What follows belongs to an exercise in optimizing a design on an open flow for small area; a production flow would make more cautious choices.
Only simulation tests tie the RTL to the original design; equivalence was not proved.

==> inputs of run F <==
Design cnn_top, start of the top module:
module cnn_top (
    input clk,
    input rst_n,
    input mode_i,
    input mem_ram_dest_i,
    input [12:0] mem_ram_adr_i,
    input [4:0] mem_ram_adr_offset_i,
    input mem_ram_data_en_i,
    input [11:0] mem_ram_data_i,
    input ecg_ready_i,
    output ecg_predict_en_o,
    input signed [11:0] ecg_data_i,
    output [1:0] ecg_predict_label_o,
    output [23:0] ecg_predict_score_o
);
localparam NW = 48;      
integer k, t, e;
function [20:0] radd;        
    input [20:0] a, b;
    input ci;
    integer i;
    reg c;
    begin
        c = ci;
        for (i = 0; i < 21; i = i + 1) begin
            radd[i] = a[i] ^ b[i] ^ c;
            c = (a[i] & b[i]) | (a[i] & c) | (b[i] & c);
        end
    end
endfunction
function gt12;               
    input [11:0] a, b;
    integer i;
    reg c;
    begin
        c = 1'b1;            
        for (i = 0; i < 12; i = i + 1)
            c = (b[i] & ~a[i]) | (b[i] & c) | (~a[i] & c);
        gt12 = ~c;
    end
endfunction
reg [6:0] ph;
always @(posedge clk or negedge rst_n) begin
    if (!rst_n)
        ph <= 7'd0;
    else
        ph <= (ph == NW-1) ? 7'd0 : ph + 7'd1;
end
wire wr    = mode_i & mem_ram_data_en_i;
wire wr_w  = wr & mem_ram_dest_i;
wire wr_b  = wr & ~mem_ram_dest_i;
wire [7:0] tgt_raw = {1'b0, mem_ram_adr_i[6:0]} + 8'd47 - {1'b0, ph};
wire [6:0] tgt = (tgt_raw >= 8'd48) ? (tgt_raw - 8'd48) : tgt_raw[6:0];
wire in_ring = (mem_ram_adr_i[6:0] < 7'd48);
reg [4:0] tap_dec;
always @(*) begin
    for (t = 0; t < 5; t = t + 1)
        tap_dec[t] = (mem_ram_adr_offset_i == t);
end
reg [NW/2-1:0] pos_dec;
always @(*) begin
    for (k = 0; k < NW/2; k = k + 1)
        pos_dec[k] = wr_w & in_ring & (tgt == 2*k);
end
reg [NW*60-1:0] ring;
always @(posedge clk) begin
    for (k = 0; k < NW; k = k + 1)
        for (t = 0; t < 5; t = t + 1)
            if ((k % 2 == 0) && pos_dec[k/2] && tap_dec[t])
                ring[(k*5+t)*12 +: 12] <= mem_ram_data_i;
            else
                ring[(k*5+t)*12 +: 12] <= ring[(((k+1)%NW)*5+t)*12 +: 12];
end
wire [59:0] wword = ring[59:0];
function [3:0] bslot;
    input [4:0] b;
  ...
Settings: LEC_CHECK=0, ABC_AREA=1, CAP_MARGIN=20, CORE_MARGIN=2, CORE_UTILIZATION=55, CTS_CLUSTER_DIAMETER=100, CTS_CLUSTER_SIZE=25, PLACE_DENSITY=0.7, SLEW_MARGIN=20; clock period 20.0 ns.
run.sh (not shown) runs the stock make flow with config.mk's settings and CLKGATE_MAP_FILE= SYNTH_SCRIPT=/design/flow/synth_recipe.tcl, a recipe that flattens the netlist after the stock synthesis.
==> run C (differences from run F) <==
--- a/flow/design.v
+++ b/flow/design.v
@@ -1430,21 +1430,22 @@
             fring[k*12 +: 12] <= fring[((k+1)%4)*12 +: 12];
 end
 wire [11:0] fcw_now = fring[11:0];
 reg run, fcrun;             
 wire mac_free = ~run & ~fcrun;
-reg [11:0] dt [0:15];       
+reg [11:0] dt [0:15];
 reg [2:0]  dvc [0:3];       
 reg [3:0]  dcnt;            
 reg        dbusy;           
 reg [2:0]  des;             
-reg [11:0] sq [0:3];
+reg [11:0] sq [0:2];
 reg [1:0]  sq_wr, sq_rd;
-reg [2:0]  sq_n;
+reg [1:0]  sq_n;
 wire din_en = ecg_ready_i & ~mode_i;
-wire sq_pop = ~dbusy & (sq_n != 3'd0);
-wire deval = dbusy & mac_free;          
+wire sq_pop = ~dbusy & (sq_n != 2'd0) & (ph[1:0] == 2'd3);    
+wire [1:0] dln = (des == 3'd4) ? 2'd3 : des[1:0];                
+wire deval = dbusy & mac_free & (ph[1:0] == dln);   
 wire [11:0] dy;                         
 wire [3:0] dev;
 assign dev[0] = sq_pop;
 assign dev[1] = deval & (des == 3'd0);
 assign dev[2] = deval & (des == 3'd1);
@@ -1452,41 +1453,37 @@
 wire a_out_en = deval & (des == 3'd3);
 wire d_out_en = deval & (des == 3'd4);
 always @(posedge clk) begin
     if (din_en)
         sq[sq_wr] <= ecg_data_i;
-    for (k = 0; k < 4; k = k + 1)
-        if (dev[k]) begin
-            dt[4*k+3] <= dt[4*k+2];
-            dt[4*k+2] <= dt[4*k+1];
-            dt[4*k+1] <= dt[4*k+0];
-            dt[4*k+0] <= (k == 0) ? sq[sq_rd] : dy;
-        end
+    for (k = 0; k < 16; k = k + 1)
+        dt[k] <= (k == 0 && dev != 4'd0) ? (dev[0] ? sq[sq_rd] : dy) :
+                 (k < 4 && dev != 4'd0) ? dt[k+3] : dt[(k+4)%16];
 end
 always @(posedge clk or negedge rst_n) begin
     if (!rst_n) begin
         for (k = 0; k < 4; k = k + 1)
             dvc[k] <= 3'd0;
         dcnt  <= 4'b0010;
         dbusy <= 1'b0;
         des   <= 3'd0;
         sq_wr <= 2'd0;
         sq_rd <= 2'd0;
-        sq_n  <= 3'd0;
+        sq_n  <= 2'd0;
     end
     else begin
         for (k = 0; k < 4; k = k + 1)
             if (dev[k]) begin
                 dcnt[k] <= ~dcnt[k];
                 if (dvc[k] != 3'd4)
                     dvc[k] <= dvc[k] + 3'd1;
             end
         if (din_en)
-            sq_wr <= sq_wr + 2'd1;
+            sq_wr <= (sq_wr == 2'd2) ? 2'd0 : sq_wr + 2'd1;
         if (sq_pop)
-            sq_rd <= sq_rd + 2'd1;
-        sq_n <= sq_n + {2'd0, din_en} - {2'd0, sq_pop};
+            sq_rd <= (sq_rd == 2'd2) ? 2'd0 : sq_rd + 2'd1;
+        sq_n <= sq_n + {1'b0, din_en} - {1'b0, sq_pop};
         if (sq_pop) begin
             if (dcnt[0]) begin
                 dbusy <= 1'b1;
                 des   <= 3'd0;
             end
@@ -1506,15 +1503,15 @@
 reg [11:0] f1 [0:1];        
 reg [10:0] f2 [0:3];        
 reg [10:0] f3 [0:3];
 reg [10:0] f4 [0:3];
 reg [11:0] r1 [0:7];        
-reg [10:0] r2 [0:15];
+reg [10:0] r2 [0:15];       
 reg [10:0] r3 [0:15];
 reg [10:0] r4 [0:15];
-reg [1:0] kp1, kp2, kp3, kp4;   
 reg [3:0] pw;               
+reg pwin;                   
 reg [10:0] f5 [0:3];        
 reg [2:0] c1, c2, c3, c4;   
 reg [1:0] c5;               
 reg [1:0] pc1, pc2, pc3, pc4;
 reg pend, fc_out, u4b, pdone;
@@ -1569,11 +1566,10 @@
 wire [11:0] bterm = fcrun ? (((ph[1:0] == 2'd1) | (ph[1:0] == 2'd2)) ? fcb_now : 12'd0) : (cbadd ? cbias : 12'd0);
 reg [11:0] xl [0:4];
 wire [11:0] fcx = ph[0] ? f5[3] : ((c5 == 2'd3) ? f5[2] : 12'd0);
 wire l4 = ~l1 & ~l2 & ~l3;
 reg [13:0] xs;
-wire [1:0] dline = (des == 3'd4) ? 2'd3 : des[1:0];
 always @(*) begin
     xs[0] = run & l1 & ~ph[0];
     xs[1] = run & l1 &  ph[0];
     for (k = 0; k < 4; k = k + 1) begin
         xs[2+k]  = run & l2 & (ph[1:0] == k);
@@ -1581,37 +1577,25 @@
         xs[10+k] = run & l4 & (ph[1:0] == k);
     end
 end
 reg [11:0] xq [0:3];
 reg [11:0] xe0;
+wire xr1 = run & l1, xr2 = run & l2, xr3 = run & l3, xr4 = run & l4;
 always @(*) begin
-    xe0 = 12'd0;
+    xe0 = (f1[0] & {12{xr1}}) | (f2[0] & {12{xr2}}) | (f3[0] & {12{xr3}}) | (f4[0] & {12{xr4}});
     for (e = 0; e < 4; e = e + 1)
-        xq[e] = 12'd0;
-    for (k = 0; k < 2; k = k + 1) begin
-        xe0 = xe0 | (f1[k] & {12{xs[k]}});
-        for (e = 0; e < 4; e = e + 1)
-            xq[e] = xq[e] | (r1[4*k+e] & {12{xs[k]}});
-    end
-    for (k = 0; k < 4; k = k + 1) begin
-        xe0 = xe0 | (f2[k] & {12{xs[2+k]}}) | (f3[k] & {12{xs[6+k]}}) | (f4[k] & {12{xs[10+k]}});
-        for (e = 0; e < 4; e = e + 1)
-            xq[e] = xq[e] | (r2[4*k+e] & {12{xs[2+k]}}) | (r3[4*k+e] & {12{xs[6+k]}}) | (r4[4*k+e] & {12{xs[10+k]}});
-    end
+        xq[e] = (r1[e] & {12{xr1}}) | (r2[e] & {12{xr2}}) | (r3[e] & {12{xr3}}) | (r4[e] & {12{xr4}});
 end
-wire [1:0] ksel = l1 ? kp1 : l2 ? kp2 : l3 ? kp3 : kp4;
-wire [1:0] rsel = ksel - ph[1:0];
 wire [2:0] csel = l1 ? c1 : l2 ? c2 : l3 ? c3 : c4;
 always @(*) begin
     for (e = 0; e < 5; e = e + 1) begin
         if (e == 0)
             xl[e] = ((csel != 3'd0) ? xe0 : 12'd0) | (fcrun ? fcx : 12'd0);
         else
-            xl[e] = (e < csel) ? xq[(rsel - e) & 3] : 12'd0;
-        for (k = 0; k < 4; k = k + 1)
-            if (e < 4)
-                xl[e] = xl[e] | (dt[4*k+e] & {12{deval & (dline == k) & (e < dvc[k])}});
+            xl[e] = (e < csel) ? xq[e-1] : 12'd0;
+        if (e < 4)
+            xl[e] = xl[e] | (dt[e] & {12{deval & (e < dvc[dln])}});
     end
 end
 wire [11:0] w4 = fcrun ? fcw_now : wword[48 +: 12];
 wire dhp = (des == 3'd4);
 wire [11:0] mw0 = ~deval ? w4              : dhp ? -12'sd124 : -12'sd33;
@@ -1640,75 +1624,62 @@
 wire ustart = (upc == 2'd2);
 reg [11:0] ucur;
 always @(*) begin
     ucur = u4b ? f5[3] : f5[0];
     for (k = 0; k < 4; k = k + 1) begin
-        if (u1 && uo == k) ucur = f2[k];
-        if (u2 && uo == k) ucur = f3[k];
-        if (u3 && uo == k) ucur = f4[k];
+        if (u1 && ((uo - ph[1:0]) & 2'd3) == k) ucur = f2[k];
+        if (u2 && ((uo - ph[1:0]) & 2'd3) == k) ucur = f3[k];
+        if (u3 && ((uo - ph[1:0]) & 2'd3) == k) ucur = f4[k];
     end
 end
 wire [11:0] umax = (ustart || gt12(relu, ucur)) ? relu : ucur;
-wire push1 = pw[0] & (ph[1:0] == kp1);
-wire push2 = pw[1] & (ph[1:0] == kp2);
-wire push3 = pw[2] & (ph[1:0] == kp3);
-wire push4 = pw[3] & (ph[1:0] == kp4);
+wire push1 = pwin & pw[0] & ~ph[1];         
+wire push2 = pwin & pw[1];
+wire push3 = pwin & pw[2];
+wire push4 = pwin & pw[3];
+wire [11:0] pv1 = f1[1];         
+wire [10:0] pv2 = f2[1];
+wire [10:0] pv3 = f3[1];
+wire [10:0] pv4 = f4[1];
+wire [1:0] uj = uo - ph[1:0] - 2'd1;
 always @(posedge clk) begin
     for (k = 0; k < 4; k = k + 1) begin
-        if (u1 && uo == k)
-            f2[k] <= umax;
-        if (u2 && uo == k)
-            f3[k] <= umax;
-        if (u3 && uo == k)
-            f4[k] <= umax;
+        f2[k] <= (u1 && uj == k) ? umax : f2[(k+1)%4];
+        f3[k] <= (u2 && uj == k) ? umax : f3[(k+1)%4];
+        f4[k] <= (u3 && uj == k) ? umax : f4[(k+1)%4];
     end
     if (u4a) begin
         if (ustart) begin
             f5[2] <= f5[1];
             f5[1] <= f5[0];
         end
         f5[0] <= umax;
     end
     if (u4b)
         f5[3] <= umax;
-    if (a_out_en)
-        f1[0] <= dy;
-    if (d_out_en)
-        f1[1] <= dy;
-    for (k = 0; k < 2; k = k + 1) begin
-        for (e = 0; e < 3; e = e + 1)
-            r1[4*k+e] <= r1[4*k+e+1];
-        r1[4*k+3] <= push1 ? f1[k] : r1[4*k];
-    end
-    for (k = 0; k < 4; k = k + 1) begin
-        for (e = 0; e < 3; e = e + 1) begin
-            r2[4*k+e] <= r2[4*k+e+1];
-            r3[4*k+e] <= r3[4*k+e+1];
-            r4[4*k+e] <= r4[4*k+e+1];
-        end
-        r2[4*k+3] <= push2 ? f2[k] : r2[4*k];
-        r3[4*k+3] <= push3 ? f3[k] : r3[4*k];
-        r4[4*k+3] <= push4 ? f4[k] : r4[4*k];
+    f1[0] <= ((a_out_en && ph[0]) || (d_out_en && !ph[0])) ? dy : f1[1];
+    f1[1] <= ((a_out_en && !ph[0]) || (d_out_en && ph[0])) ? dy : f1[0];
+    for (k = 0; k < 8; k = k + 1)
+        r1[k] <= (k == 0 && push1) ? pv1 : (k < 4 && push1) ? r1[k+3] : r1[(k+4)%8];
+    for (k = 0; k < 16; k = k + 1) begin
+        r2[k] <= (k == 0 && push2) ? pv2 : (k < 4 && push2) ? r2[k+3] : r2[(k+4)%16];
+        r3[k] <= (k == 0 && push3) ? pv3 : (k < 4 && push3) ? r3[k+3] : r3[(k+4)%16];
+        r4[k] <= (k == 0 && push4) ? pv4 : (k < 4 && push4) ? r4[k+3] : r4[(k+4)%16];
     end
 end
 always @(posedge clk or negedge rst_n) begin
     if (!rst_n) begin
         pw <= 4'd0;
-        kp1 <= 2'd0;
-        kp2 <= 2'd0;
-        kp3 <= 2'd0;
-        kp4 <= 2'd0;
+        pwin <= 1'b0;
     end
     else begin
-        if (run & (ph == NW-1))
+        if (run & (ph == NW-1)) begin
             pw <= {act4, act3, act2, 1'b1};
-        else
-            pw <= pw & ~{push4, push3, push2, push1};    
-        if (push1) kp1 <= kp1 + 2'd1;
-        if (push2) kp2 <= kp2 + 2'd1;
-        if (push3) kp3 <= kp3 + 2'd1;
-        if (push4) kp4 <= kp4 + 2'd1;
+            pwin <= 1'b1;
+        end
+        else if (ph == 7'd3)
+            pwin <= 1'b0;
     end
 end
 always @(posedge clk or negedge rst_n) begin
     if (!rst_n) begin
         c1 <= 3'd0; c2 <= 3'd0; c3 <= 3'd0; c4 <= 3'd0; c5 <= 2'd0;
==> run M (differences from run F) <==
--- a/flow/design.v
+++ b/flow/design.v
@@ -1501,20 +1501,14 @@
             else
                 dbusy <= 1'b0;
         end
     end
 end
-reg [11:0] f1 [0:1];        
-reg [10:0] f2 [0:3];        
-reg [10:0] f3 [0:3];
-reg [10:0] f4 [0:3];
-reg [11:0] r1 [0:7];        
-reg [10:0] r2 [0:15];
-reg [10:0] r3 [0:15];
-reg [10:0] r4 [0:15];
-reg [1:0] kp1, kp2, kp3, kp4;   
-reg [3:0] pw;               
+reg [11:0] f1 [0:9];        
+reg [10:0] f2 [0:19];       
+reg [10:0] f3 [0:19];
+reg [10:0] f4 [0:19];
 reg [10:0] f5 [0:3];        
 reg [2:0] c1, c2, c3, c4;   
 reg [1:0] c5;               
 reg [1:0] pc1, pc2, pc3, pc4;
 reg pend, fc_out, u4b, pdone;
@@ -1579,39 +1573,22 @@
         xs[2+k]  = run & l2 & (ph[1:0] == k);
         xs[6+k]  = run & l3 & (ph[1:0] == k);
         xs[10+k] = run & l4 & (ph[1:0] == k);
     end
 end
-reg [11:0] xq [0:3];
-reg [11:0] xe0;
-always @(*) begin
-    xe0 = 12'd0;
-    for (e = 0; e < 4; e = e + 1)
-        xq[e] = 12'd0;
-    for (k = 0; k < 2; k = k + 1) begin
-        xe0 = xe0 | (f1[k] & {12{xs[k]}});
-        for (e = 0; e < 4; e = e + 1)
-            xq[e] = xq[e] | (r1[4*k+e] & {12{xs[k]}});
-    end
-    for (k = 0; k < 4; k = k + 1) begin
-        xe0 = xe0 | (f2[k] & {12{xs[2+k]}}) | (f3[k] & {12{xs[6+k]}}) | (f4[k] & {12{xs[10+k]}});
-        for (e = 0; e < 4; e = e + 1)
-            xq[e] = xq[e] | (r2[4*k+e] & {12{xs[2+k]}}) | (r3[4*k+e] & {12{xs[6+k]}}) | (r4[4*k+e] & {12{xs[10+k]}});
-    end
-end
-wire [1:0] ksel = l1 ? kp1 : l2 ? kp2 : l3 ? kp3 : kp4;
-wire [1:0] rsel = ksel - ph[1:0];
-wire [2:0] csel = l1 ? c1 : l2 ? c2 : l3 ? c3 : c4;
 always @(*) begin
     for (e = 0; e < 5; e = e + 1) begin
-        if (e == 0)
-            xl[e] = ((csel != 3'd0) ? xe0 : 12'd0) | (fcrun ? fcx : 12'd0);
-        else
-            xl[e] = (e < csel) ? xq[(rsel - e) & 3] : 12'd0;
-        for (k = 0; k < 4; k = k + 1)
+        xl[e] = (e == 0 && fcrun) ? fcx : 12'd0;
+        for (k = 0; k < 2; k = k + 1)
+            xl[e] = xl[e] | (f1[5*k+e] & {12{xs[k] & (e < c1)}});
+        for (k = 0; k < 4; k = k + 1) begin
+            xl[e] = xl[e] | (f2[5*k+e] & {12{xs[2+k] & (e < c2)}});
+            xl[e] = xl[e] | (f3[5*k+e] & {12{xs[6+k] & (e < c3)}});
+            xl[e] = xl[e] | (f4[5*k+e] & {12{xs[10+k] & (e < c4)}});
             if (e < 4)
                 xl[e] = xl[e] | (dt[4*k+e] & {12{deval & (dline == k) & (e < dvc[k])}});
+        end
     end
 end
 wire [11:0] w4 = fcrun ? fcw_now : wword[48 +: 12];
 wire dhp = (des == 3'd4);
 wire [11:0] mw0 = ~deval ? w4              : dhp ? -12'sd124 : -12'sd33;
@@ -1640,75 +1617,55 @@
 wire ustart = (upc == 2'd2);
 reg [11:0] ucur;
 always @(*) begin
     ucur = u4b ? f5[3] : f5[0];
     for (k = 0; k < 4; k = k + 1) begin
-        if (u1 && uo == k) ucur = f2[k];
-        if (u2 && uo == k) ucur = f3[k];
-        if (u3 && uo == k) ucur = f4[k];
+        if (u1 && uo == k) ucur = f2[5*k];
+        if (u2 && uo == k) ucur = f3[5*k];
+        if (u3 && uo == k) ucur = f4[5*k];
     end
 end
 wire [11:0] umax = (ustart || gt12(relu, ucur)) ? relu : ucur;
-wire push1 = pw[0] & (ph[1:0] == kp1);
-wire push2 = pw[1] & (ph[1:0] == kp2);
-wire push3 = pw[2] & (ph[1:0] == kp3);
-wire push4 = pw[3] & (ph[1:0] == kp4);
 always @(posedge clk) begin
     for (k = 0; k < 4; k = k + 1) begin
-        if (u1 && uo == k)
-            f2[k] <= umax;
-        if (u2 && uo == k)
-            f3[k] <= umax;
-        if (u3 && uo == k)
-            f4[k] <= umax;
+        if (u1 && uo == k) begin
+            if (ustart)
+                for (e = 4; e > 0; e = e - 1)
+                    f2[5*k+e] <= f2[5*k+e-1];
+            f2[5*k] <= umax;
+        end
+        if (u2 && uo == k) begin
+            if (ustart)
+                for (e = 4; e > 0; e = e - 1)
+                    f3[5*k+e] <= f3[5*k+e-1];
+            f3[5*k] <= umax;
+        end
+        if (u3 && uo == k) begin
+            if (ustart)
+                for (e = 4; e > 0; e = e - 1)
+                    f4[5*k+e] <= f4[5*k+e-1];
+            f4[5*k] <= umax;
+        end
     end
     if (u4a) begin
         if (ustart) begin
             f5[2] <= f5[1];
             f5[1] <= f5[0];
         end
         f5[0] <= umax;
     end
     if (u4b)
         f5[3] <= umax;
-    if (a_out_en)
+    if (a_out_en) begin
+        for (e = 4; e > 0; e = e - 1)
+            f1[e] <= f1[e-1];
         f1[0] <= dy;
-    if (d_out_en)
-        f1[1] <= dy;
-    for (k = 0; k < 2; k = k + 1) begin
-        for (e = 0; e < 3; e = e + 1)
-            r1[4*k+e] <= r1[4*k+e+1];
-        r1[4*k+3] <= push1 ? f1[k] : r1[4*k];
-    end
-    for (k = 0; k < 4; k = k + 1) begin
-        for (e = 0; e < 3; e = e + 1) begin
-            r2[4*k+e] <= r2[4*k+e+1];
-            r3[4*k+e] <= r3[4*k+e+1];
-            r4[4*k+e] <= r4[4*k+e+1];
-        end
-        r2[4*k+3] <= push2 ? f2[k] : r2[4*k];
-        r3[4*k+3] <= push3 ? f3[k] : r3[4*k];
-        r4[4*k+3] <= push4 ? f4[k] : r4[4*k];
-    end
-end
-always @(posedge clk or negedge rst_n) begin
-    if (!rst_n) begin
-        pw <= 4'd0;
-        kp1 <= 2'd0;
-        kp2 <= 2'd0;
-        kp3 <= 2'd0;
-        kp4 <= 2'd0;
     end
-    else begin
-        if (run & (ph == NW-1))
-            pw <= {act4, act3, act2, 1'b1};
-        else
-            pw <= pw & ~{push4, push3, push2, push1};    
-        if (push1) kp1 <= kp1 + 2'd1;
-        if (push2) kp2 <= kp2 + 2'd1;
-        if (push3) kp3 <= kp3 + 2'd1;
-        if (push4) kp4 <= kp4 + 2'd1;
+    if (d_out_en) begin
+        for (e = 4; e > 0; e = e - 1)
+            f1[5+e] <= f1[5+e-1];
+        f1[5] <= dy;
     end
 end
 always @(posedge clk or negedge rst_n) begin
     if (!rst_n) begin
         c1 <= 3'd0; c2 <= 3'd0; c3 <= 3'd0; c4 <= 3'd0; c5 <= 2'd0;
==> summary.txt <==
First-iteration DRC count: run M is higher than run C (59%).
The lowest register-to-register slack belongs to run F, the highest to run C.
Of run M and run C, run M has the higher core utilization (gap 0.52 points).
Die area: run F is smaller than run M (about 2%).

## what the ideal ports hide
In the flow no input, the clock included, has a driving cell. The finished layouts below were timed again as built, in two steps. Step 1 sets driving cells, clkbuf_16 on the clock port and buf_2 on the other inputs (assumed; they add their load-dependent delay and slew). Step 2 adds t to the input delays and takes it off the output delays; t is the mean of the earliest and latest rising clock arrival at the registers after step 1. Input paths then give back, and output paths get back, about the clock's delay inside the block. Three values: ideal ports, drivers, drivers and shift; two values: the first two.
run	t (ns)	slack for setup (ns)	worst setup path at the end
run F	0.958	2.064 / 2.064 / 2.064	register to register
run C	0.970	2.920 / 2.920 / 2.920	register to register
run M	0.978	2.121 / 2.121 / 2.121	register to register
After both steps every run listed still meets setup and hold.
